What follows belongs to an exercise in optimizing a design on an open flow for small area and a short achievable clock period; a production flow would make more cautious choices. Only simulation tests tie the RTL to the original design; equivalence was not proved. Power figures rest on the tool's default switching activity, not on a simulated workload.

$ cat flow/config.mk
export PLATFORM = sky130hd
export DESIGN_NAME = alu
export DESIGN_NICKNAME = alu
export VERILOG_FILES = /design/flow/design.v
export SDC_FILE = /design/flow/constraint.sdc
export NUM_CORES = 8
export LEC_CHECK = 0
export CAP_MARGIN = 20
export CORE_MARGIN = 2
export CORE_UTILIZATION = 40
export SETUP_SLACK_MARGIN = 1.5
export SLEW_MARGIN = 20
export SYNTH_HIERARCHICAL = 1
$ cat flow/constraint.sdc
create_clock -name core_clock -period 7.5 [get_ports {clk}]
set_input_delay 1.5000 -clock core_clock [delete_from_list [all_inputs] [get_ports {clk}]]
set_output_delay 1.5000 -clock core_clock [all_outputs]
set_load 0.01 [all_outputs]
$ cat flow/design.v
`default_nettype none
module g_inv (input wire a, output wire y);
  assign y = ~a;
endmodule
module g_buf (input wire a, output wire y);
  assign y = a;
endmodule
module g_nand2 (input wire a, b, output wire y);
  assign y = ~(a & b);
endmodule
module g_nor2 (input wire a, b, output wire y);
  assign y = ~(a | b);
endmodule
module g_and2 (input wire a, b, output wire y);
  assign y = a & b;
endmodule
module g_or2 (input wire a, b, output wire y);
  assign y = a | b;
endmodule
module g_nand3 (input wire a, b, c, output wire y);
  assign y = ~(a & b & c);
endmodule
module g_nor3 (input wire a, b, c, output wire y);
  assign y = ~(a | b | c);
endmodule
module g_nand4 (input wire a, b, c, d, output wire y);
  assign y = ~(a & b & c & d);
endmodule
module g_nor4 (input wire a, b, c, d, output wire y);
  assign y = ~(a | b | c | d);
endmodule
module g_xor2 (input wire a, b, output wire y);
  assign y = a ^ b;
endmodule
module g_xnor2 (input wire a, b, output wire y);
  assign y = ~(a ^ b);
endmodule
module g_a21oi (input wire a1, a2, b1, output wire y);
  assign y = ~((a1 & a2) | b1);
endmodule
module g_o21ai (input wire a1, a2, b1, output wire y);
  assign y = ~((a1 | a2) & b1);
endmodule
module g_a22oi (input wire a1, a2, b1, b2, output wire y);
  assign y = ~((a1 & a2) | (b1 & b2));
endmodule
module g_o22ai (input wire a1, a2, b1, b2, output wire y);
  assign y = ~((a1 | a2) & (b1 | b2));
endmodule
module g_a2bb2oi (input wire a1n, a2n, b1, b2, output wire y);
  assign y = ~((~a1n & ~a2n) | (b1 & b2));
endmodule
module alu (
  input  logic clk, rst,
  input  logic [31:0] in1, in2,
  input  logic fue,
  input  logic [4:0] op,
  output logic [31:0] out,
  output logic [3:0] fout
);
  logic Ccur;
  assign Ccur = fout[1];
  logic valid, ar, arn, lg, inv, negb, nnegb, qn0, cin, cinn, cm0;
  logic sp, sg, sx, spn, sgn;
  assign lg    = ~op[4] &  op[3] &  (op[2] | op[1]);          
  assign valid = ~op[4] & ~(op[3] ? ~(op[2] | op[1]) : (op[2] & op[1]));
  assign ar    = ~op[4] & ~op[3] & ~(op[2] & op[1]) & (op[2] | op[1] | ~op[0]);  
  assign arn   = ~ar;
  logic o1, o1n, u, un;
  assign o1    = op[1];
  assign o1n   = ~op[1];
  assign u     = op[3] & ~op[2] & ~op[0];
  assign un    = ~u;
  assign inv   = ~op[1] | u;                                  
  assign negb  = op[0] & ~op[3] & (~op[2] | Ccur);             
  assign nnegb = ~negb;
  assign qn0   = ~(inv & nnegb);
  assign cin   = ~op[3] & (~op[1] | (op[0] & Ccur));          
  assign cinn  = ~cin;
  assign cm0   = cin & ar;
  assign sp    = valid & ~(op[3] & op[2] & ~op[1]);           
  assign sg    = lg & ((op[1] & op[0] & ~op[2]) | (op[2] & ~op[1]));    
  assign sx    = valid & ((~op[3] & ~op[2] & ~op[1] & op[0]) | (op[3] & ~op[2] & op[1] & ~op[0])
                          | (op[3] & op[2] & ~op[1] & ~op[0]) | (op[3] & op[2] & op[1] & op[0]));  
  assign spn   = ~sp;
  assign sgn   = ~sg;
  wire n1, n101, n103, n105, n107, n109, n11, n111, n113, n115, n117, n119;
  wire n121, n123, n125, n127, n129, n13, n131, n133, n135, n137, n139, n141;
  wire n143, n145, n147, n149, n15, n151, n153, n155, n157, n159, n161, n163;
  wire n165, n167, n169, n17, n171, n173, n175, n177, n179, n181, n183, n185;
  wire n187, n189, n19, n191, n193, n195, n197, n199, n201, n203, n205, n207;
  wire n209, n21, n211, n213, n215, n217, n219, n221, n223, n225, n227, n229;
  wire n23, n231, n233, n235, n237, n239, n241, n243, n245, n247, n249, n25;
  wire n251, n253, n255, n257, n259, n261, n263, n265, n267, n269, n27, n271;
  wire n273, n275, n277, n279, n281, n283, n285, n287, n289, n29, n291, n293;
  wire n295, n297, n299, n3, n301, n303, n305, n307, n309, n31, n311, n313;
  wire n315, n317, n319, n321, n323, n325, n327, n329, n33, n331, n333, n335;
  wire n337, n339, n341, n343, n345, n347, n349, n35, n351, n353, n355, n357;
  wire n359, n361, n363, n365, n367, n369, n37, n371, n373, n375, n377, n379;
  wire n381, n383, n385, n387, n389, n39, n391, n393, n395, n397, n399, n401;
  wire n403, n405, n407, n409, n41, n411, n413, n415, n417, n419, n421, n423;
  wire n425, n427, n429, n43, n431, n433, n435, n437, n439, n441, n443, n445;
  wire n447, n449, n45, n451, n453, n455, n457, n459, n461, n463, n465, n467;
  wire n469, n47, n471, n473, n475, n477, n479, n481, n483, n485, n487, n489;
  wire n49, n491, n493, n495, n497, n499, n5, n501, n503, n505, n507, n509;
  wire n51, n511, n513, n515, n517, n519, n521, n523, n525, n527, n529, n53;
  wire n531, n533, n535, n537, n539, n541, n543, n545, n547, n549, n55, n551;
  wire n553, n555, n557, n559, n561, n563, n565, n567, n569, n57, n571, n573;
  wire n575, n577, n579, n581, n583, n585, n587, n589, n59, n591, n593, n595;
  wire n597, n599, n601, n603, n605, n607, n609, n61, n611, n613, n615, n617;
  wire n619, n621, n623, n625, n627, n629, n63, n631, n633, n635, n637, n639;
  wire n641, n643, n645, n647, n649, n65, n651, n653, n655, n657, n659, n661;
  wire n664, n666, n669, n67, n671, n674, n676, n679, n681, n684, n686, n689;
  wire n69, n691, n694, n696, n699, n7, n701, n704, n706, n709, n71, n711;
  wire n714, n716, n719, n721, n724, n726, n729, n73, n731, n734, n736, n739;
  wire n741, n744, n746, n749, n75, n751, n754, n756, n759, n761, n764, n766;
  wire n769, n77, n771, n774, n776, n779, n781, n784, n786, n789, n79, n791;
  wire n794, n796, n799, n801, n804, n806, n809, n81, n811, n814, n816, n83;
  wire n85, n87, n89, n9, n91, n93, n95, n97, n99;
  g_nor2 u2 (.a(in2[1]), .b(in2[0]), .y(n1));
  g_nor2 u4 (.a(in2[3]), .b(in2[2]), .y(n3));
  g_nor2 u6 (.a(in2[5]), .b(in2[4]), .y(n5));
  g_nor2 u8 (.a(in2[7]), .b(in2[6]), .y(n7));
  g_nor2 u10 (.a(in2[9]), .b(in2[8]), .y(n9));
  g_nor2 u12 (.a(in2[11]), .b(in2[10]), .y(n11));
  g_nor2 u14 (.a(in2[13]), .b(in2[12]), .y(n13));
  g_nor2 u16 (.a(in2[15]), .b(in2[14]), .y(n15));
  g_nor2 u18 (.a(in2[17]), .b(in2[16]), .y(n17));
  g_nor2 u20 (.a(in2[19]), .b(in2[18]), .y(n19));
  g_nor2 u22 (.a(in2[21]), .b(in2[20]), .y(n21));
  g_nor2 u24 (.a(in2[23]), .b(in2[22]), .y(n23));
  g_nor2 u26 (.a(in2[25]), .b(in2[24]), .y(n25));
  g_nor2 u28 (.a(in2[27]), .b(in2[26]), .y(n27));
  g_nor2 u30 (.a(in2[29]), .b(in2[28]), .y(n29));
  g_nand2 u32 (.a(n3), .b(n1), .y(n31));
  g_nand2 u34 (.a(n5), .b(n3), .y(n33));
  g_nand2 u36 (.a(n7), .b(n5), .y(n35));
  g_nand2 u38 (.a(n9), .b(n7), .y(n37));
  g_nand2 u40 (.a(n11), .b(n9), .y(n39));
  g_nand2 u42 (.a(n13), .b(n11), .y(n41));
  g_nand2 u44 (.a(n15), .b(n13), .y(n43));
  g_nand2 u46 (.a(n17), .b(n15), .y(n45));
  g_nand2 u48 (.a(n19), .b(n17), .y(n47));
  g_nand2 u50 (.a(n21), .b(n19), .y(n49));
  g_nand2 u52 (.a(n23), .b(n21), .y(n51));
  g_nand2 u54 (.a(n25), .b(n23), .y(n53));
  g_nand2 u56 (.a(n27), .b(n25), .y(n55));
  g_nand2 u58 (.a(n29), .b(n27), .y(n57));
  g_inv u60 (.a(n1), .y(n59));
  g_nor2 u62 (.a(n33), .b(n59), .y(n61));
  g_nor2 u64 (.a(n35), .b(n31), .y(n63));
  g_nor2 u66 (.a(n37), .b(n33), .y(n65));
  g_nor2 u68 (.a(n39), .b(n35), .y(n67));
  g_nor2 u70 (.a(n41), .b(n37), .y(n69));
  g_nor2 u72 (.a(n43), .b(n39), .y(n71));
  g_nor2 u74 (.a(n45), .b(n41), .y(n73));
  g_nor2 u76 (.a(n47), .b(n43), .y(n75));
  g_nor2 u78 (.a(n49), .b(n45), .y(n77));
  g_nor2 u80 (.a(n51), .b(n47), .y(n79));
  g_nor2 u82 (.a(n53), .b(n49), .y(n81));
  g_nor2 u84 (.a(n55), .b(n51), .y(n83));
  g_nor2 u86 (.a(n57), .b(n53), .y(n85));
  g_nand2 u88 (.a(n65), .b(n1), .y(n87));
  g_inv u90 (.a(n31), .y(n89));
  g_nand2 u92 (.a(n67), .b(n89), .y(n91));
  g_nand2 u94 (.a(n69), .b(n61), .y(n93));
  g_nand2 u96 (.a(n71), .b(n63), .y(n95));
  g_nand2 u98 (.a(n73), .b(n65), .y(n97));
  g_nand2 u100 (.a(n75), .b(n67), .y(n99));
  g_nand2 u102 (.a(n77), .b(n69), .y(n101));
  g_nand2 u104 (.a(n79), .b(n71), .y(n103));
  g_nand2 u106 (.a(n81), .b(n73), .y(n105));
  g_nand2 u108 (.a(n83), .b(n75), .y(n107));
  g_nand2 u110 (.a(n85), .b(n77), .y(n109));
  g_nor2 u112 (.a(n97), .b(n59), .y(n111));
  g_nor2 u114 (.a(n99), .b(n31), .y(n113));
  g_inv u116 (.a(n61), .y(n115));
  g_nor2 u118 (.a(n101), .b(n115), .y(n117));
  g_inv u120 (.a(n63), .y(n119));
  g_nor2 u122 (.a(n103), .b(n119), .y(n121));
  g_nor2 u124 (.a(n105), .b(n87), .y(n123));
  g_nor2 u126 (.a(n107), .b(n91), .y(n125));
  g_nor2 u128 (.a(n109), .b(n93), .y(n127));
  g_nor2 u130 (.a(in2[2]), .b(n59), .y(n129));
  g_nor2 u132 (.a(in2[4]), .b(n31), .y(n131));
  g_nor2 u134 (.a(in2[6]), .b(n115), .y(n133));
  g_nor2 u136 (.a(in2[8]), .b(n119), .y(n135));
  g_nor2 u138 (.a(in2[10]), .b(n87), .y(n137));
  g_nor2 u140 (.a(in2[12]), .b(n91), .y(n139));
  g_nor2 u142 (.a(in2[14]), .b(n93), .y(n141));
  g_nor2 u144 (.a(in2[16]), .b(n95), .y(n143));
  g_inv u146 (.a(n111), .y(n145));
  g_nor2 u148 (.a(in2[18]), .b(n145), .y(n147));
  g_inv u150 (.a(n113), .y(n149));
  g_nor2 u152 (.a(in2[20]), .b(n149), .y(n151));
  g_inv u154 (.a(n117), .y(n153));
  g_nor2 u156 (.a(in2[22]), .b(n153), .y(n155));
  g_inv u158 (.a(n121), .y(n157));
  g_nor2 u160 (.a(in2[24]), .b(n157), .y(n159));
  g_inv u162 (.a(n123), .y(n161));
  g_nor2 u164 (.a(in2[26]), .b(n161), .y(n163));
  g_inv u166 (.a(n125), .y(n165));
  g_nor2 u168 (.a(in2[28]), .b(n165), .y(n167));
  g_inv u170 (.a(n127), .y(n169));
  g_nor2 u172 (.a(in2[30]), .b(n169), .y(n171));
  g_xnor2 b_0 (.a(in2[0]), .b(qn0), .y(n173));
  g_xnor2 p_0 (.a(in1[0]), .b(n173), .y(n175));
  g_nand2 g_0 (.a(in1[0]), .b(n173), .y(n177));
  g_nor2 t_0 (.a(in1[0]), .b(n173), .y(n179));
  g_o22ai q_1 (.a1(o1n), .a2(u), .b1(in2[0]), .b2(nnegb), .y(n181));
  g_xnor2 b_1 (.a(in2[1]), .b(n181), .y(n183));
  g_xnor2 p_1 (.a(in1[1]), .b(n183), .y(n185));
  g_nand2 g_1 (.a(in1[1]), .b(n183), .y(n187));
  g_nor2 t_1 (.a(in1[1]), .b(n183), .y(n189));
  g_a22oi q_2 (.a1(o1), .a2(un), .b1(n1), .b2(negb), .y(n191));
  g_xor2 b_2 (.a(in2[2]), .b(n191), .y(n193));
  g_xnor2 p_2 (.a(in1[2]), .b(n193), .y(n195));
  g_nand2 g_2 (.a(in1[2]), .b(n193), .y(n197));
  g_nor2 t_2 (.a(in1[2]), .b(n193), .y(n199));
  g_a22oi q_3 (.a1(o1), .a2(un), .b1(n129), .b2(negb), .y(n201));
  g_xor2 b_3 (.a(in2[3]), .b(n201), .y(n203));
  g_xnor2 p_3 (.a(in1[3]), .b(n203), .y(n205));
  g_nand2 g_3 (.a(in1[3]), .b(n203), .y(n207));
  g_nor2 t_3 (.a(in1[3]), .b(n203), .y(n209));
  g_o22ai q_4 (.a1(o1n), .a2(u), .b1(n31), .b2(nnegb), .y(n211));
  g_xnor2 b_4 (.a(in2[4]), .b(n211), .y(n213));
  g_xnor2 p_4 (.a(in1[4]), .b(n213), .y(n215));
  g_nand2 g_4 (.a(in1[4]), .b(n213), .y(n217));
  g_nor2 t_4 (.a(in1[4]), .b(n213), .y(n219));
  g_a22oi q_5 (.a1(o1), .a2(un), .b1(n131), .b2(negb), .y(n221));
  g_xor2 b_5 (.a(in2[5]), .b(n221), .y(n223));
  g_xnor2 p_5 (.a(in1[5]), .b(n223), .y(n225));
  g_nand2 g_5 (.a(in1[5]), .b(n223), .y(n227));
  g_nor2 t_5 (.a(in1[5]), .b(n223), .y(n229));
  g_a22oi q_6 (.a1(o1), .a2(un), .b1(n61), .b2(negb), .y(n231));
  g_xor2 b_6 (.a(in2[6]), .b(n231), .y(n233));
  g_xnor2 p_6 (.a(in1[6]), .b(n233), .y(n235));
  g_nand2 g_6 (.a(in1[6]), .b(n233), .y(n237));
  g_nor2 t_6 (.a(in1[6]), .b(n233), .y(n239));
  g_a22oi q_7 (.a1(o1), .a2(un), .b1(n133), .b2(negb), .y(n241));
  g_xor2 b_7 (.a(in2[7]), .b(n241), .y(n243));
  g_xnor2 p_7 (.a(in1[7]), .b(n243), .y(n245));
  g_nand2 g_7 (.a(in1[7]), .b(n243), .y(n247));
  g_nor2 t_7 (.a(in1[7]), .b(n243), .y(n249));
  g_a22oi q_8 (.a1(o1), .a2(un), .b1(n63), .b2(negb), .y(n251));
  g_xor2 b_8 (.a(in2[8]), .b(n251), .y(n253));
  g_xnor2 p_8 (.a(in1[8]), .b(n253), .y(n255));
  g_nand2 g_8 (.a(in1[8]), .b(n253), .y(n257));
  g_nor2 t_8 (.a(in1[8]), .b(n253), .y(n259));
  g_a22oi q_9 (.a1(o1), .a2(un), .b1(n135), .b2(negb), .y(n261));
  g_xor2 b_9 (.a(in2[9]), .b(n261), .y(n263));
  g_xnor2 p_9 (.a(in1[9]), .b(n263), .y(n265));
  g_nand2 g_9 (.a(in1[9]), .b(n263), .y(n267));
  g_nor2 t_9 (.a(in1[9]), .b(n263), .y(n269));
  g_o22ai q_10 (.a1(o1n), .a2(u), .b1(n87), .b2(nnegb), .y(n271));
  g_xnor2 b_10 (.a(in2[10]), .b(n271), .y(n273));
  g_xnor2 p_10 (.a(in1[10]), .b(n273), .y(n275));
  g_nand2 g_10 (.a(in1[10]), .b(n273), .y(n277));
  g_nor2 t_10 (.a(in1[10]), .b(n273), .y(n279));
  g_a22oi q_11 (.a1(o1), .a2(un), .b1(n137), .b2(negb), .y(n281));
  g_xor2 b_11 (.a(in2[11]), .b(n281), .y(n283));
  g_xnor2 p_11 (.a(in1[11]), .b(n283), .y(n285));
  g_nand2 g_11 (.a(in1[11]), .b(n283), .y(n287));
  g_nor2 t_11 (.a(in1[11]), .b(n283), .y(n289));
  g_o22ai q_12 (.a1(o1n), .a2(u), .b1(n91), .b2(nnegb), .y(n291));
  g_xnor2 b_12 (.a(in2[12]), .b(n291), .y(n293));
  g_xnor2 p_12 (.a(in1[12]), .b(n293), .y(n295));
  g_nand2 g_12 (.a(in1[12]), .b(n293), .y(n297));
  g_nor2 t_12 (.a(in1[12]), .b(n293), .y(n299));
  g_a22oi q_13 (.a1(o1), .a2(un), .b1(n139), .b2(negb), .y(n301));
  g_xor2 b_13 (.a(in2[13]), .b(n301), .y(n303));
  g_xnor2 p_13 (.a(in1[13]), .b(n303), .y(n305));
  g_nand2 g_13 (.a(in1[13]), .b(n303), .y(n307));
  g_nor2 t_13 (.a(in1[13]), .b(n303), .y(n309));
  g_o22ai q_14 (.a1(o1n), .a2(u), .b1(n93), .b2(nnegb), .y(n311));
  g_xnor2 b_14 (.a(in2[14]), .b(n311), .y(n313));
  g_xnor2 p_14 (.a(in1[14]), .b(n313), .y(n315));
  g_nand2 g_14 (.a(in1[14]), .b(n313), .y(n317));
  g_nor2 t_14 (.a(in1[14]), .b(n313), .y(n319));
  g_a22oi q_15 (.a1(o1), .a2(un), .b1(n141), .b2(negb), .y(n321));
  g_xor2 b_15 (.a(in2[15]), .b(n321), .y(n323));
  g_xnor2 p_15 (.a(in1[15]), .b(n323), .y(n325));
  g_nand2 g_15 (.a(in1[15]), .b(n323), .y(n327));
  g_nor2 t_15 (.a(in1[15]), .b(n323), .y(n329));
  g_o22ai q_16 (.a1(o1n), .a2(u), .b1(n95), .b2(nnegb), .y(n331));
  g_xnor2 b_16 (.a(in2[16]), .b(n331), .y(n333));
  g_xnor2 p_16 (.a(in1[16]), .b(n333), .y(n335));
  g_nand2 g_16 (.a(in1[16]), .b(n333), .y(n337));
  g_nor2 t_16 (.a(in1[16]), .b(n333), .y(n339));
  g_a22oi q_17 (.a1(o1), .a2(un), .b1(n143), .b2(negb), .y(n341));
  g_xor2 b_17 (.a(in2[17]), .b(n341), .y(n343));
  g_xnor2 p_17 (.a(in1[17]), .b(n343), .y(n345));
  g_nand2 g_17 (.a(in1[17]), .b(n343), .y(n347));
  g_nor2 t_17 (.a(in1[17]), .b(n343), .y(n349));
  g_a22oi q_18 (.a1(o1), .a2(un), .b1(n111), .b2(negb), .y(n351));
  g_xor2 b_18 (.a(in2[18]), .b(n351), .y(n353));
  g_xnor2 p_18 (.a(in1[18]), .b(n353), .y(n355));
  g_nand2 g_18 (.a(in1[18]), .b(n353), .y(n357));
  g_nor2 t_18 (.a(in1[18]), .b(n353), .y(n359));
  g_a22oi q_19 (.a1(o1), .a2(un), .b1(n147), .b2(negb), .y(n361));
  g_xor2 b_19 (.a(in2[19]), .b(n361), .y(n363));
  g_xnor2 p_19 (.a(in1[19]), .b(n363), .y(n365));
  g_nand2 g_19 (.a(in1[19]), .b(n363), .y(n367));
  g_nor2 t_19 (.a(in1[19]), .b(n363), .y(n369));
  g_a22oi q_20 (.a1(o1), .a2(un), .b1(n113), .b2(negb), .y(n371));
  g_xor2 b_20 (.a(in2[20]), .b(n371), .y(n373));
  g_xnor2 p_20 (.a(in1[20]), .b(n373), .y(n375));
  g_nand2 g_20 (.a(in1[20]), .b(n373), .y(n377));
  g_nor2 t_20 (.a(in1[20]), .b(n373), .y(n379));
  g_a22oi q_21 (.a1(o1), .a2(un), .b1(n151), .b2(negb), .y(n381));
  g_xor2 b_21 (.a(in2[21]), .b(n381), .y(n383));
  g_xnor2 p_21 (.a(in1[21]), .b(n383), .y(n385));
  g_nand2 g_21 (.a(in1[21]), .b(n383), .y(n387));
  g_nor2 t_21 (.a(in1[21]), .b(n383), .y(n389));
  g_a22oi q_22 (.a1(o1), .a2(un), .b1(n117), .b2(negb), .y(n391));
  g_xor2 b_22 (.a(in2[22]), .b(n391), .y(n393));
  g_xnor2 p_22 (.a(in1[22]), .b(n393), .y(n395));
  g_nand2 g_22 (.a(in1[22]), .b(n393), .y(n397));
  g_nor2 t_22 (.a(in1[22]), .b(n393), .y(n399));
  g_a22oi q_23 (.a1(o1), .a2(un), .b1(n155), .b2(negb), .y(n401));
  g_xor2 b_23 (.a(in2[23]), .b(n401), .y(n403));
  g_xnor2 p_23 (.a(in1[23]), .b(n403), .y(n405));
  g_nand2 g_23 (.a(in1[23]), .b(n403), .y(n407));
  g_nor2 t_23 (.a(in1[23]), .b(n403), .y(n409));
  g_a22oi q_24 (.a1(o1), .a2(un), .b1(n121), .b2(negb), .y(n411));
  g_xor2 b_24 (.a(in2[24]), .b(n411), .y(n413));
  g_xnor2 p_24 (.a(in1[24]), .b(n413), .y(n415));
  g_nand2 g_24 (.a(in1[24]), .b(n413), .y(n417));
  g_nor2 t_24 (.a(in1[24]), .b(n413), .y(n419));
  g_a22oi q_25 (.a1(o1), .a2(un), .b1(n159), .b2(negb), .y(n421));
  g_xor2 b_25 (.a(in2[25]), .b(n421), .y(n423));
  g_xnor2 p_25 (.a(in1[25]), .b(n423), .y(n425));
  g_nand2 g_25 (.a(in1[25]), .b(n423), .y(n427));
  g_nor2 t_25 (.a(in1[25]), .b(n423), .y(n429));
  g_a22oi q_26 (.a1(o1), .a2(un), .b1(n123), .b2(negb), .y(n431));
  g_xor2 b_26 (.a(in2[26]), .b(n431), .y(n433));
  g_xnor2 p_26 (.a(in1[26]), .b(n433), .y(n435));
  g_nand2 g_26 (.a(in1[26]), .b(n433), .y(n437));
  g_nor2 t_26 (.a(in1[26]), .b(n433), .y(n439));
  g_a22oi q_27 (.a1(o1), .a2(un), .b1(n163), .b2(negb), .y(n441));
  g_xor2 b_27 (.a(in2[27]), .b(n441), .y(n443));
  g_xnor2 p_27 (.a(in1[27]), .b(n443), .y(n445));
  g_nand2 g_27 (.a(in1[27]), .b(n443), .y(n447));
  g_nor2 t_27 (.a(in1[27]), .b(n443), .y(n449));
  g_a22oi q_28 (.a1(o1), .a2(un), .b1(n125), .b2(negb), .y(n451));
  g_xor2 b_28 (.a(in2[28]), .b(n451), .y(n453));
  g_xnor2 p_28 (.a(in1[28]), .b(n453), .y(n455));
  g_nand2 g_28 (.a(in1[28]), .b(n453), .y(n457));
  g_nor2 t_28 (.a(in1[28]), .b(n453), .y(n459));
  g_a22oi q_29 (.a1(o1), .a2(un), .b1(n167), .b2(negb), .y(n461));
  g_xor2 b_29 (.a(in2[29]), .b(n461), .y(n463));
  g_xnor2 p_29 (.a(in1[29]), .b(n463), .y(n465));
  g_nand2 g_29 (.a(in1[29]), .b(n463), .y(n467));
  g_nor2 t_29 (.a(in1[29]), .b(n463), .y(n469));
  g_a22oi q_30 (.a1(o1), .a2(un), .b1(n127), .b2(negb), .y(n471));
  g_xor2 b_30 (.a(in2[30]), .b(n471), .y(n473));
  g_xnor2 p_30 (.a(in1[30]), .b(n473), .y(n475));
  g_nand2 g_30 (.a(in1[30]), .b(n473), .y(n477));
  g_nor2 t_30 (.a(in1[30]), .b(n473), .y(n479));
  g_a22oi q_31 (.a1(o1), .a2(un), .b1(n171), .b2(negb), .y(n481));
  g_xor2 b_31 (.a(in2[31]), .b(n481), .y(n483));
  g_xnor2 p_31 (.a(in1[31]), .b(n483), .y(n485));
  g_nand2 g_31 (.a(in1[31]), .b(n483), .y(n487));
  g_nor2 t_31 (.a(in1[31]), .b(n483), .y(n489));
  g_o21ai u492 (.a1(n179), .a2(cinn), .b1(n177), .y(n491));
  g_inv u494 (.a(n491), .y(n493));
  g_o21ai u496 (.a1(n189), .a2(n493), .b1(n187), .y(n495));
  g_o21ai u498 (.a1(n209), .a2(n197), .b1(n207), .y(n497));
  g_nor2 u500 (.a(n209), .b(n199), .y(n499));
  g_o21ai u502 (.a1(n229), .a2(n217), .b1(n227), .y(n501));
  g_nor2 u504 (.a(n229), .b(n219), .y(n503));
  g_o21ai u506 (.a1(n249), .a2(n237), .b1(n247), .y(n505));
  g_nor2 u508 (.a(n249), .b(n239), .y(n507));
  g_o21ai u510 (.a1(n269), .a2(n257), .b1(n267), .y(n509));
  g_nor2 u512 (.a(n269), .b(n259), .y(n511));
  g_o21ai u514 (.a1(n289), .a2(n277), .b1(n287), .y(n513));
  g_nor2 u516 (.a(n289), .b(n279), .y(n515));
  g_o21ai u518 (.a1(n309), .a2(n297), .b1(n307), .y(n517));
  g_nor2 u520 (.a(n309), .b(n299), .y(n519));
  g_o21ai u522 (.a1(n329), .a2(n317), .b1(n327), .y(n521));
  g_nor2 u524 (.a(n329), .b(n319), .y(n523));
  g_o21ai u526 (.a1(n349), .a2(n337), .b1(n347), .y(n525));
  g_nor2 u528 (.a(n349), .b(n339), .y(n527));
  g_o21ai u530 (.a1(n369), .a2(n357), .b1(n367), .y(n529));
  g_nor2 u532 (.a(n369), .b(n359), .y(n531));
  g_o21ai u534 (.a1(n389), .a2(n377), .b1(n387), .y(n533));
  g_nor2 u536 (.a(n389), .b(n379), .y(n535));
  g_o21ai u538 (.a1(n409), .a2(n397), .b1(n407), .y(n537));
  g_nor2 u540 (.a(n409), .b(n399), .y(n539));
  g_o21ai u542 (.a1(n429), .a2(n417), .b1(n427), .y(n541));
  g_nor2 u544 (.a(n429), .b(n419), .y(n543));
  g_o21ai u546 (.a1(n449), .a2(n437), .b1(n447), .y(n545));
  g_nor2 u548 (.a(n449), .b(n439), .y(n547));
  g_o21ai u550 (.a1(n469), .a2(n457), .b1(n467), .y(n549));
  g_nor2 u552 (.a(n469), .b(n459), .y(n551));
  g_a21oi u554 (.a1(n499), .a2(n495), .b1(n497), .y(n553));
  g_a21oi u556 (.a1(n507), .a2(n501), .b1(n505), .y(n555));
  g_nand2 u558 (.a(n507), .b(n503), .y(n557));
  g_a21oi u560 (.a1(n515), .a2(n509), .b1(n513), .y(n559));
  g_nand2 u562 (.a(n515), .b(n511), .y(n561));
  g_a21oi u564 (.a1(n523), .a2(n517), .b1(n521), .y(n563));
  g_nand2 u566 (.a(n523), .b(n519), .y(n565));
  g_a21oi u568 (.a1(n531), .a2(n525), .b1(n529), .y(n567));
  g_nand2 u570 (.a(n531), .b(n527), .y(n569));
  g_a21oi u572 (.a1(n539), .a2(n533), .b1(n537), .y(n571));
  g_nand2 u574 (.a(n539), .b(n535), .y(n573));
  g_a21oi u576 (.a1(n547), .a2(n541), .b1(n545), .y(n575));
  g_nand2 u578 (.a(n547), .b(n543), .y(n577));
  g_o21ai u580 (.a1(n557), .a2(n553), .b1(n555), .y(n579));
  g_o21ai u582 (.a1(n565), .a2(n559), .b1(n563), .y(n581));
  g_nor2 u584 (.a(n565), .b(n561), .y(n583));
  g_o21ai u586 (.a1(n573), .a2(n567), .b1(n571), .y(n585));
  g_nor2 u588 (.a(n573), .b(n569), .y(n587));
  g_a21oi u590 (.a1(n583), .a2(n579), .b1(n581), .y(n589));
  g_inv u592 (.a(n589), .y(n591));
  g_a21oi u594 (.a1(n587), .a2(n591), .b1(n585), .y(n593));
  g_inv u596 (.a(n579), .y(n595));
  g_o21ai u598 (.a1(n561), .a2(n595), .b1(n559), .y(n597));
  g_o21ai u600 (.a1(n569), .a2(n589), .b1(n567), .y(n599));
  g_o21ai u602 (.a1(n577), .a2(n593), .b1(n575), .y(n601));
  g_inv u604 (.a(n553), .y(n603));
  g_a21oi u606 (.a1(n503), .a2(n603), .b1(n501), .y(n605));
  g_a21oi u608 (.a1(n511), .a2(n579), .b1(n509), .y(n607));
  g_a21oi u610 (.a1(n519), .a2(n597), .b1(n517), .y(n609));
  g_a21oi u612 (.a1(n527), .a2(n591), .b1(n525), .y(n611));
  g_a21oi u614 (.a1(n535), .a2(n599), .b1(n533), .y(n613));
  g_inv u616 (.a(n593), .y(n615));
  g_a21oi u618 (.a1(n543), .a2(n615), .b1(n541), .y(n617));
  g_a21oi u620 (.a1(n551), .a2(n601), .b1(n549), .y(n619));
  g_inv u622 (.a(n495), .y(n621));
  g_o21ai u624 (.a1(n199), .a2(n621), .b1(n197), .y(n623));
  g_o21ai u626 (.a1(n219), .a2(n553), .b1(n217), .y(n625));
  g_o21ai u628 (.a1(n239), .a2(n605), .b1(n237), .y(n627));
  g_o21ai u630 (.a1(n259), .a2(n595), .b1(n257), .y(n629));
  g_o21ai u632 (.a1(n279), .a2(n607), .b1(n277), .y(n631));
  g_inv u634 (.a(n597), .y(n633));
  g_o21ai u636 (.a1(n299), .a2(n633), .b1(n297), .y(n635));
  g_o21ai u638 (.a1(n319), .a2(n609), .b1(n317), .y(n637));
  g_o21ai u640 (.a1(n339), .a2(n589), .b1(n337), .y(n639));
  g_o21ai u642 (.a1(n359), .a2(n611), .b1(n357), .y(n641));
  g_inv u644 (.a(n599), .y(n643));
  g_o21ai u646 (.a1(n379), .a2(n643), .b1(n377), .y(n645));
  g_o21ai u648 (.a1(n399), .a2(n613), .b1(n397), .y(n647));
  g_o21ai u650 (.a1(n419), .a2(n593), .b1(n417), .y(n649));
  g_o21ai u652 (.a1(n439), .a2(n617), .b1(n437), .y(n651));
  g_inv u654 (.a(n601), .y(n653));
  g_o21ai u656 (.a1(n459), .a2(n653), .b1(n457), .y(n655));
  g_o21ai u658 (.a1(n479), .a2(n619), .b1(n477), .y(n657));
  g_o22ai l_0 (.a1(n175), .a2(spn), .b1(n177), .b2(sgn), .y(n659));
  g_a21oi m_0 (.a1(in1[0]), .a2(sx), .b1(cm0), .y(n661));
  g_xnor2 o_0 (.a(n659), .b(n661), .y(out[0]));
  g_o22ai l_1 (.a1(n185), .a2(spn), .b1(n187), .b2(sgn), .y(n664));
  g_a22oi m_1 (.a1(n491), .a2(ar), .b1(in1[1]), .b2(sx), .y(n666));
  g_xnor2 o_1 (.a(n664), .b(n666), .y(out[1]));
  g_o22ai l_2 (.a1(n195), .a2(spn), .b1(n197), .b2(sgn), .y(n669));
  g_a22oi m_2 (.a1(n495), .a2(ar), .b1(in1[2]), .b2(sx), .y(n671));
  g_xnor2 o_2 (.a(n669), .b(n671), .y(out[2]));
  g_o22ai l_3 (.a1(n205), .a2(spn), .b1(n207), .b2(sgn), .y(n674));
  g_a22oi m_3 (.a1(n623), .a2(ar), .b1(in1[3]), .b2(sx), .y(n676));
  g_xnor2 o_3 (.a(n674), .b(n676), .y(out[3]));
  g_o22ai l_4 (.a1(n215), .a2(spn), .b1(n217), .b2(sgn), .y(n679));
  g_a2bb2oi m_4 (.a1n(n553), .a2n(arn), .b1(in1[4]), .b2(sx), .y(n681));
  g_xnor2 o_4 (.a(n679), .b(n681), .y(out[4]));
  g_o22ai l_5 (.a1(n225), .a2(spn), .b1(n227), .b2(sgn), .y(n684));
  g_a22oi m_5 (.a1(n625), .a2(ar), .b1(in1[5]), .b2(sx), .y(n686));
  g_xnor2 o_5 (.a(n684), .b(n686), .y(out[5]));
  g_o22ai l_6 (.a1(n235), .a2(spn), .b1(n237), .b2(sgn), .y(n689));
  g_a2bb2oi m_6 (.a1n(n605), .a2n(arn), .b1(in1[6]), .b2(sx), .y(n691));
  g_xnor2 o_6 (.a(n689), .b(n691), .y(out[6]));
  g_o22ai l_7 (.a1(n245), .a2(spn), .b1(n247), .b2(sgn), .y(n694));
  g_a22oi m_7 (.a1(n627), .a2(ar), .b1(in1[7]), .b2(sx), .y(n696));
  g_xnor2 o_7 (.a(n694), .b(n696), .y(out[7]));
  g_o22ai l_8 (.a1(n255), .a2(spn), .b1(n257), .b2(sgn), .y(n699));
  g_a22oi m_8 (.a1(n579), .a2(ar), .b1(in1[8]), .b2(sx), .y(n701));
  g_xnor2 o_8 (.a(n699), .b(n701), .y(out[8]));
  g_o22ai l_9 (.a1(n265), .a2(spn), .b1(n267), .b2(sgn), .y(n704));
  g_a22oi m_9 (.a1(n629), .a2(ar), .b1(in1[9]), .b2(sx), .y(n706));
  g_xnor2 o_9 (.a(n704), .b(n706), .y(out[9]));
  g_o22ai l_10 (.a1(n275), .a2(spn), .b1(n277), .b2(sgn), .y(n709));
  g_a2bb2oi m_10 (.a1n(n607), .a2n(arn), .b1(in1[10]), .b2(sx), .y(n711));
  g_xnor2 o_10 (.a(n709), .b(n711), .y(out[10]));
  g_o22ai l_11 (.a1(n285), .a2(spn), .b1(n287), .b2(sgn), .y(n714));
  g_a22oi m_11 (.a1(n631), .a2(ar), .b1(in1[11]), .b2(sx), .y(n716));
  g_xnor2 o_11 (.a(n714), .b(n716), .y(out[11]));
  g_o22ai l_12 (.a1(n295), .a2(spn), .b1(n297), .b2(sgn), .y(n719));
  g_a22oi m_12 (.a1(n597), .a2(ar), .b1(in1[12]), .b2(sx), .y(n721));
  g_xnor2 o_12 (.a(n719), .b(n721), .y(out[12]));
  g_o22ai l_13 (.a1(n305), .a2(spn), .b1(n307), .b2(sgn), .y(n724));
  g_a22oi m_13 (.a1(n635), .a2(ar), .b1(in1[13]), .b2(sx), .y(n726));
  g_xnor2 o_13 (.a(n724), .b(n726), .y(out[13]));
  g_o22ai l_14 (.a1(n315), .a2(spn), .b1(n317), .b2(sgn), .y(n729));
  g_a2bb2oi m_14 (.a1n(n609), .a2n(arn), .b1(in1[14]), .b2(sx), .y(n731));
  g_xnor2 o_14 (.a(n729), .b(n731), .y(out[14]));
  g_o22ai l_15 (.a1(n325), .a2(spn), .b1(n327), .b2(sgn), .y(n734));
  g_a22oi m_15 (.a1(n637), .a2(ar), .b1(in1[15]), .b2(sx), .y(n736));
  g_xnor2 o_15 (.a(n734), .b(n736), .y(out[15]));
  g_o22ai l_16 (.a1(n335), .a2(spn), .b1(n337), .b2(sgn), .y(n739));
  g_a2bb2oi m_16 (.a1n(n589), .a2n(arn), .b1(in1[16]), .b2(sx), .y(n741));
  g_xnor2 o_16 (.a(n739), .b(n741), .y(out[16]));
  g_o22ai l_17 (.a1(n345), .a2(spn), .b1(n347), .b2(sgn), .y(n744));
  g_a22oi m_17 (.a1(n639), .a2(ar), .b1(in1[17]), .b2(sx), .y(n746));
  g_xnor2 o_17 (.a(n744), .b(n746), .y(out[17]));
  g_o22ai l_18 (.a1(n355), .a2(spn), .b1(n357), .b2(sgn), .y(n749));
  g_a2bb2oi m_18 (.a1n(n611), .a2n(arn), .b1(in1[18]), .b2(sx), .y(n751));
  g_xnor2 o_18 (.a(n749), .b(n751), .y(out[18]));
  g_o22ai l_19 (.a1(n365), .a2(spn), .b1(n367), .b2(sgn), .y(n754));
  g_a22oi m_19 (.a1(n641), .a2(ar), .b1(in1[19]), .b2(sx), .y(n756));
  g_xnor2 o_19 (.a(n754), .b(n756), .y(out[19]));
  g_o22ai l_20 (.a1(n375), .a2(spn), .b1(n377), .b2(sgn), .y(n759));
  g_a22oi m_20 (.a1(n599), .a2(ar), .b1(in1[20]), .b2(sx), .y(n761));
  g_xnor2 o_20 (.a(n759), .b(n761), .y(out[20]));
  g_o22ai l_21 (.a1(n385), .a2(spn), .b1(n387), .b2(sgn), .y(n764));
  g_a22oi m_21 (.a1(n645), .a2(ar), .b1(in1[21]), .b2(sx), .y(n766));
  g_xnor2 o_21 (.a(n764), .b(n766), .y(out[21]));
  g_o22ai l_22 (.a1(n395), .a2(spn), .b1(n397), .b2(sgn), .y(n769));
  g_a2bb2oi m_22 (.a1n(n613), .a2n(arn), .b1(in1[22]), .b2(sx), .y(n771));
  g_xnor2 o_22 (.a(n769), .b(n771), .y(out[22]));
  g_o22ai l_23 (.a1(n405), .a2(spn), .b1(n407), .b2(sgn), .y(n774));
  g_a22oi m_23 (.a1(n647), .a2(ar), .b1(in1[23]), .b2(sx), .y(n776));
  g_xnor2 o_23 (.a(n774), .b(n776), .y(out[23]));
  g_o22ai l_24 (.a1(n415), .a2(spn), .b1(n417), .b2(sgn), .y(n779));
  g_a2bb2oi m_24 (.a1n(n593), .a2n(arn), .b1(in1[24]), .b2(sx), .y(n781));
  g_xnor2 o_24 (.a(n779), .b(n781), .y(out[24]));
  g_o22ai l_25 (.a1(n425), .a2(spn), .b1(n427), .b2(sgn), .y(n784));
  g_a22oi m_25 (.a1(n649), .a2(ar), .b1(in1[25]), .b2(sx), .y(n786));
  g_xnor2 o_25 (.a(n784), .b(n786), .y(out[25]));
  g_o22ai l_26 (.a1(n435), .a2(spn), .b1(n437), .b2(sgn), .y(n789));
  g_a2bb2oi m_26 (.a1n(n617), .a2n(arn), .b1(in1[26]), .b2(sx), .y(n791));
  g_xnor2 o_26 (.a(n789), .b(n791), .y(out[26]));
  g_o22ai l_27 (.a1(n445), .a2(spn), .b1(n447), .b2(sgn), .y(n794));
  g_a22oi m_27 (.a1(n651), .a2(ar), .b1(in1[27]), .b2(sx), .y(n796));
  g_xnor2 o_27 (.a(n794), .b(n796), .y(out[27]));
  g_o22ai l_28 (.a1(n455), .a2(spn), .b1(n457), .b2(sgn), .y(n799));
  g_a22oi m_28 (.a1(n601), .a2(ar), .b1(in1[28]), .b2(sx), .y(n801));
  g_xnor2 o_28 (.a(n799), .b(n801), .y(out[28]));
  g_o22ai l_29 (.a1(n465), .a2(spn), .b1(n467), .b2(sgn), .y(n804));
  g_a22oi m_29 (.a1(n655), .a2(ar), .b1(in1[29]), .b2(sx), .y(n806));
  g_xnor2 o_29 (.a(n804), .b(n806), .y(out[29]));
  g_o22ai l_30 (.a1(n475), .a2(spn), .b1(n477), .b2(sgn), .y(n809));
  g_a2bb2oi m_30 (.a1n(n619), .a2n(arn), .b1(in1[30]), .b2(sx), .y(n811));
  g_xnor2 o_30 (.a(n809), .b(n811), .y(out[30]));
  g_o22ai l_31 (.a1(n485), .a2(spn), .b1(n487), .b2(sgn), .y(n814));
  g_a22oi m_31 (.a1(n657), .a2(ar), .b1(in1[31]), .b2(sx), .y(n816));
  g_xnor2 o_31 (.a(n814), .b(n816), .y(out[31]));
  logic a, b, o, N, Z, C, V, bx, cv_on, subf;
  assign a = in1[31];
  assign b = in2[31];
  assign o = out[31];
  assign N = o;
  assign Z = ~|out;
  assign subf  = (op == 5'd4) | (op == 5'd5);
  assign cv_on = (op == 5'd2) | (op == 5'd3) | subf;
  assign bx = b ^ subf;
  assign C = cv_on & ((a & bx) | (a & ~o) | (bx & ~o));
  assign V = cv_on & (subf ? (b & (a ^ o)) : (~(a ^ b) & (a ^ o)));
  always_ff @(posedge rst, posedge clk)
    if (rst)
      fout <= 4'b0;
    else if (fue) begin
      if (valid)          fout[3:2] <= {N, Z};
      if (~op[4] & ~op[3] & ~(op[2] & op[1])) fout[1:0] <= {C, V};
    end
endmodule
$ cat flow/flow/run.sh
#!/bin/bash
# Layout flow: the standard ORFS flow (standard.sh) with two changes:
#  - the port buffers are sky130_fd_sc_hd__buf_1 (the default choice is a
#    large delay cell);
#  - before floorplanning, every logic cell is set to drive strength 1
#    (flow/downsize.tcl), so that timing repair upsizes only what it needs.
set -euo pipefail
export BUFFER_PORTS_ARGS="-buffer_cell sky130_fd_sc_hd__buf_1"
export PRE_FLOORPLAN_TCL="$PWD/flow/downsize.tcl"
bash standard.sh synth > synth.log 2>&1
bash standard.sh finish > layout.log 2>&1
$ cat flow/flow/downsize.tcl
# Set every logic cell that synthesis mapped to a larger drive strength back
# to drive strength 1; timing repair later upsizes only where it is needed.
set db [ord::get_db]
set lib [lindex [$db getLibs] 0]
set n 0
foreach inst [[ord::get_db_block] getInsts] {
  set m [[$inst getMaster] getName]
  if {[regexp {^(sky130_fd_sc_hd__[a-z0-9]+)_([0-9]+)$} $m -> base size]} {
    if {$size > 1 && ![string match *df* $base] && ![string match *buf* $base]} {
      set target [$db findMaster ${base}_1]
      if {$target != "NULL" && $target != ""} {
        $inst swapMaster $target
        incr n
      }
    }
  }
}
puts "downsize: $n cells set to drive strength 1"
$ cat flow/standard.sh
#!/bin/bash
# synth_recipe.tcl (not shown) runs the flow's synth.tcl, then flattens the netlist and writes it again
# the make line also repeats each setting of config.mk as NAME=value (left out here)
make -C /OpenROAD-flow-scripts/flow DESIGN_CONFIG=/design/flow/config.mk WORK_HOME=/design/flow/orfs CLKGATE_MAP_FILE= SYNTH_SCRIPT=/design/flow/synth_recipe.tcl "${@:-finish}"
==> out/results.txt <==
The run finished with no timing, DRC or antenna violations. For the worst setup path, the data arrival time is 4570 ps. The post-synthesis net count is 565. The effective utilization at floorplan was 0.4096; the cell depth of the worst flop-to-flop path was 23. The number of sinks handled by clock tree synthesis was 4. The layout net count was 724. The overall fraction of global-route tracks in use is 0.2484, and the largest net degree at the start of global routing is 33.

Setup violations remaining at the end of the flow were counted as 0. After filler insertion, the fill cell instance count of the layout stands at 731. The clock passes through at most 2 buffers.

The cell depth of the worst hold path is 1. The total half-perimeter wirelength after legalization and detailed placement is 7857 um, and the period utilization is 0.8091. The analysis attributes to cell leakage a power of 1.576 nW. At the worst endpoint, the required time is 6000 ps. In this run, post-CTS hold repair placed 0 buffers.

For this run, design rule violations remaining after detail routing come to 0. The tools report the clock skew as 1.572 ps. The tools report the remaining max-slew budget at the tightest pin as 0.4153. The tools report the number of top-level pins as 108. For the final number of hold-violating endpoints, the log shows 0. The placeable core region was 7214 um^2.

The worst setup path is captured at an output pin. Once detail routing completed, the nets flagged for antenna violations numbered 0. The tools report the number of warning messages in the yosys log as 7. For this run, the number of standard cells in the final layout without fillers is 748. Final critical delay including setup and external delays: 6068 ps. The worst-case IR drop observed on VDD is 0.05189 mV.

The final route contains 4214 vias. Using the TritonRoute via totals, the vias-per-cell ratio works out to 5.634. The die covers 8092 um^2. The run gives 0 as the total count of max-transition violations in the final report. Setup repair after global routing could not meet its margin everywhere.

Library cell used as clock root buffer: clkbuf_8. The wire length of the first global-routing pass is 17100 um. The wire length per cell works out to 15.28 um. The library cells used most frequently in the layout, excluding fill and tap cells, are buf_1, nor2_1, nand2_1, xnor2_1, buf_4. The utilization after layout came out at 0.6150.

At the pin with the least slew margin, the transition time is 876.2 ps. For the maximum achievable frequency, the log shows 164.8 MHz. Row generation in the floorplan step produced 31 rows. The tools report the instance count of the mapped netlist as 492. The logs give 0 ps for the final-layout setup total negative slack and 0 for the initial antenna violation count.

The most frequent standard cell in the layout excluding fill and tap cells was buf_1. The later-pin clock latency in the skew report was 220 ps. In this run the worst hold path is classified as flip-flop to flip-flop. More flip-flops sit in one register than any other, and that register is fout. Across the run, the number of max-cap violations was 0. The number of antenna diodes in the final layout is 0.

STA classifies the critical path startpoint as an input port. In this run, the number of DRC markers left after iteration 0 of detailed routing was 260. The fraction of layout cells with a size suffix above 1 is 0.2635, and the height of the chip is 89.96 um.

TritonCTS built the clock tree. After detailed routing, the total wire length is 11430 um. After detailed placement, the design holds a cell count of 701. The H-tree depth was 1; the leftover overflow at the end of global routing was 0. In this run the worst path has a maximum fanout of 9. The placed instances occupy a cell area of 3558 um^2. Clock-pin slew was measured on the worst setup and hold paths at 30 ps. In this run the power density over the cells is 118.1 nW/um^2. The category of the most critical setup path is input port to output pin. The total CTS buffers is 3. The count of port buffers added during placement was 107; the internal reg-to-reg setup slack was 3010 ps.

The final weighted congestion in routability-driven placement was 0.8894. With fillers left out, the area of the finished cells amounts to 4437 um^2. The x dimension of the die was 89.96 um.

The first detailed-routing pass ran for 7 iterations. The largest registers in the layout are fout (4). The register with the most flip-flops in the layout has 4 of them. The tools report the number of global-route vias before repair as 3790.
[routing by layer]
metal  GRT usage  part of all wire  up-vias  wire length [um]
li1            -                 -     2066                 -
met1      0.3206              0.45     1968              5130
met2      0.4539              0.48      153              5522
met3     0.01760             0.049       27               557
met4     0.05256             0.020        0               223
met5           0                 0        -                 0
[worst max-delay path, cell delays in order]
cell	delay, ps
buf_6	110
nor2b_4	130
nor3b_4	260
inv_2	120
buf_4	180
o22ai_2	160
xnor2_2	120
nand2_1	140
o21ai_2	90
a21oi_1	200
o21ai_2	120
a21oi_2	210
inv_2	80
a21oi_4	220
o21ai_4	80
a21oi_2	180
o21ai_2	70
a22oi_2	230
xnor2_2	160
buf_2	170
[metrics by stage]
step	setup WS [ps]	hold WS [ps]	power, mW
3_5_place_dp	759.7	472.8	0.3823
2_1_floorplan	1276	511.0	0.2848
3_3_place_gp	882.7	468.3	0.3810
4_1_cts	1507	479.6	0.4652
6_report	1432	472.5	0.5238
5_1_grt	1296	514.6	0.5628
[power breakdown]
group	internal (mW)	switching [mW]	total [mW]
Sequential	0.0254	0.00335	0.0288
Combinational	0.197	0.253	0.450
Clock	0.0342	0.0109	0.0451
[layout make-up]
type / instances / area (um^2) / area share
sequential: 4 / 100.1 / 0.02256
clock buffer: 3 / 41.29 / 0.009306
tap: 99 / 123.9 / 0.02792
timing repair buffer: 159 / 878.3 / 0.1980
multi-input combinational: 457 / 3192 / 0.7194
inverter: 26 / 101.3 / 0.02284
[path summary, 6_finish.rpt]
kind	start	end
worst min-delay path	fout[3]	fout[3]
worst max register to register	fout[1]	fout[2]
max in group asynchronous	rst	fout[1]
worst min register to register	fout[3]	fout[3]
min in group asynchronous	rst	fout[2]
worst max-delay path	op[2]	out[31]
[timing repair]
item | CTS | global route
gates cloned | 0 | 1
pin swaps | 38 | 67
resized for setup | 32 | 96
buffers inserted | 25 | 18
setup endpoints to repair | 22 | 17

[static timing again, ports no longer ideal]
Ports are ideal in the flow. The routed layout listed here was re-timed in OpenROAD.
Step 1: set_driving_cell puts a clkbuf_16 on clk and a buf_2 on each other input, an assumption about the parent block.
Step 2, shift: input delay + t, output delay - t, t = (earliest + latest rising clock arrival at the registers) / 2. This alone moves slack from input paths to output paths.
Slacks: ideal / step 1 / step 2; pairs: ideal / step 1.
t, ns: 0.237
setup slack, ns: 1.432 / 1.393 / 1.393
worst setup path after step 2: input to output
slew at the worst register clock pin (ns): 0.03 / 0.03
After both steps setup and hold are still met in this run. The setup slack of this run moves by -0.039 ns with the drivers and by -0.039 ns with both steps.
